What follows belongs to an exercise in optimizing a design on an open flow for small area; a production flow would make more cautious choices.

==> inputs of branch raven <==
==> flow/design.v (excerpt) <==
module uart_top (
    input  wire        clk_50MHz,
    input  wire        reset,     
    input  wire        rx,
    output wire        tx,
    output wire [7:0]  lat_deg,
    output wire [12:0] lat_min,
    output wire [7:0]  lon_deg,
    output wire [12:0] lon_min,
    output wire        valid_fix
);
    wire       tick, phase_reset, rx_done_tick;
    wire [7:0] rx_data_out;
    wire       tx_busy, tx_done_tick;
    reg  [7:0] pending_buffer;
    reg        pending_flag;
    reg        tx_start_d;
    baud_rate_generator BAUD_GEN (
        .clk_50MHz(clk_50MHz), .reset_n(reset), .phase_reset(phase_reset), .tick(tick));
    uart_receiver UART_RX (
        .clk_50MHz(clk_50MHz), .reset_n(reset), .rx(rx), .sample_tick(tick),
        .data_ready(rx_done_tick), .data_out(rx_data_out), .phase_reset(phase_reset));
    always @(posedge clk_50MHz or negedge reset) begin
        if (!reset) begin
            pending_flag <= 1'b0;
            tx_start_d   <= 1'b0;
        end else begin
            tx_start_d <= (rx_done_tick & ~tx_busy) | (tx_done_tick & pending_flag);
            if (rx_done_tick & tx_busy) pending_flag <= 1'b1;
            else if (tx_done_tick)      pending_flag <= 1'b0;
        end
    end
  ...
==> flow/config.mk <==
export PLATFORM = sky130hd
export DESIGN_NAME = uart_top
export DESIGN_NICKNAME = uart_top
export VERILOG_FILES = /design/flow/design.v
export SDC_FILE = /design/flow/constraint.sdc
export NUM_CORES = 4
export LEC_CHECK = 0
export ABC_AREA = 1
export CAP_MARGIN = 20
export CORE_MARGIN = 2
export CORE_UTILIZATION = 85
export SLEW_MARGIN = 20
==> flow/constraint.sdc <==
create_clock -name core_clock -period 20.0 [get_ports {clk_50MHz}]
set_input_delay 4.0000 -clock core_clock [delete_from_list [all_inputs] [get_ports {clk_50MHz}]]
set_output_delay 4.0000 -clock core_clock [all_outputs]
set_load 0.01 [all_outputs]
standard.sh (not shown) runs the stock make flow with config.mk's settings and CLKGATE_MAP_FILE= SYNTH_SCRIPT=/design/flow/synth_recipe.tcl, a recipe that flattens the netlist after the stock synthesis.
==> flow/flow/run.sh <==
#!/bin/bash
export BUFFER_PORTS_ARGS="-inputs -outputs -buffer_cell sky130_fd_sc_hd__buf_1"
export CTS_ARGS="-sink_clustering_enable -repair_clock_nets -dont_use_dummy_load -sink_clustering_size 30 -sink_clustering_max_diameter 120 -buf_list sky130_fd_sc_hd__clkbuf_16 -sink_buffer_max_cap_derate 1.0"
bash standard.sh > standard.log 2>&1
==> inputs of branch ember, as changes to branch raven <==
==> flow/flow/run.sh (replaced) <==
#!/bin/bash
export BUFFER_PORTS_ARGS="-inputs -outputs -buffer_cell sky130_fd_sc_hd__buf_1"
export CTS_ARGS="-sink_clustering_enable -repair_clock_nets -dont_use_dummy_load -sink_clustering_size 18 -sink_clustering_max_diameter 150 -buf_list sky130_fd_sc_hd__clkbuf_16 -sink_buffer_max_cap_derate 1.0"
bash standard.sh > standard.log 2>&1
CORE_UTILIZATION = 80   (was 85)
==> inputs of branch violet, as changes to branch raven <==
==> flow/flow/run.sh (replaced) <==
#!/bin/bash
export BUFFER_PORTS_ARGS="-inputs -outputs -buffer_cell sky130_fd_sc_hd__buf_1"
export CTS_ARGS="-sink_clustering_enable -repair_clock_nets -dont_use_dummy_load -sink_clustering_size 26 -sink_clustering_max_diameter 100 -buf_list sky130_fd_sc_hd__clkbuf_16 -sink_buffer_max_cap_derate 1.0"
bash standard.sh > standard.log 2>&1
CORE_UTILIZATION = 90   (was 85)
==> qor.txt <==
largest net degree at the start of global routing -> 45
Die Y -> 111 microns
CTS Buf Count -> 18
# Post-CTS Setup Buffers -> 0
outcome -> finished clean
starting density of the core -> 81.0%
DP Area -> 9410 sq um
CTS Sinks -> 268
initial antenna violation count -> 0
CTS Root Cell -> clkbuf_16
pre-CTS WS -> 14,620 ps
[end of results for branch ember]
==> qor.txt <==
outcome -> did not finish
Exit stage -> 3_5_place_dp
First Err -> [ERROR DPL-0033] detailed placement checks failed during check placement.
Synth area leader -> edfxtp_1
Synth Area in Compound Gates -> 5.47%
area share of the largest cell type after synthesis -> 37.2%
Async S/R FF share, synth -> 2.24%
Die Y -> 105 microns
most common cell in the netlist -> dfxtp_1
RePlAce Congestion -> 0.883
starting density of the core -> 92.9%
[end of results for branch violet]
==> qor.txt <==
starting density of the core -> 88.0%
Exit stage -> 5_1_grt
outcome -> did not finish
CTS Sinks -> 268
pre-CTS WS -> 14,580 ps
First Err -> [ERROR DPL-0033] detailed placement checks failed during check placement.
[end of results for branch raven]
No run of this note included a check of the RTL's function; only the layout flow was run.

==> what the ideal ports hide <==
How much do the figures lean on ideal ports? The routed layout below was timed once more, with nothing changed but the port constraints. Step 1: set_driving_cell puts a clkbuf_16 on clk_50MHz and a buf_2 on each other input, an assumption about the parent block. Step 2 adds t to the input delays and takes it off the output delays; t is the mean of the earliest and latest rising clock arrival at the registers after step 1. Input paths then give back, and output paths get back, about the clock's delay inside the block. Three values: ideal ports, drivers, drivers and shift; two values: the first two.
run: branch ember
t (ns): 0.524
setup slack, ns: 14.060 / 14.018 / 14.542
worst slew at a driven data input, ns: 0.03
cell pins on the clock port's net: 1
After both steps setup and hold are still met in branch ember. For branch ember, drivers alone change the setup slack by -0.042 ns; drivers and shift together by +0.482 ns.
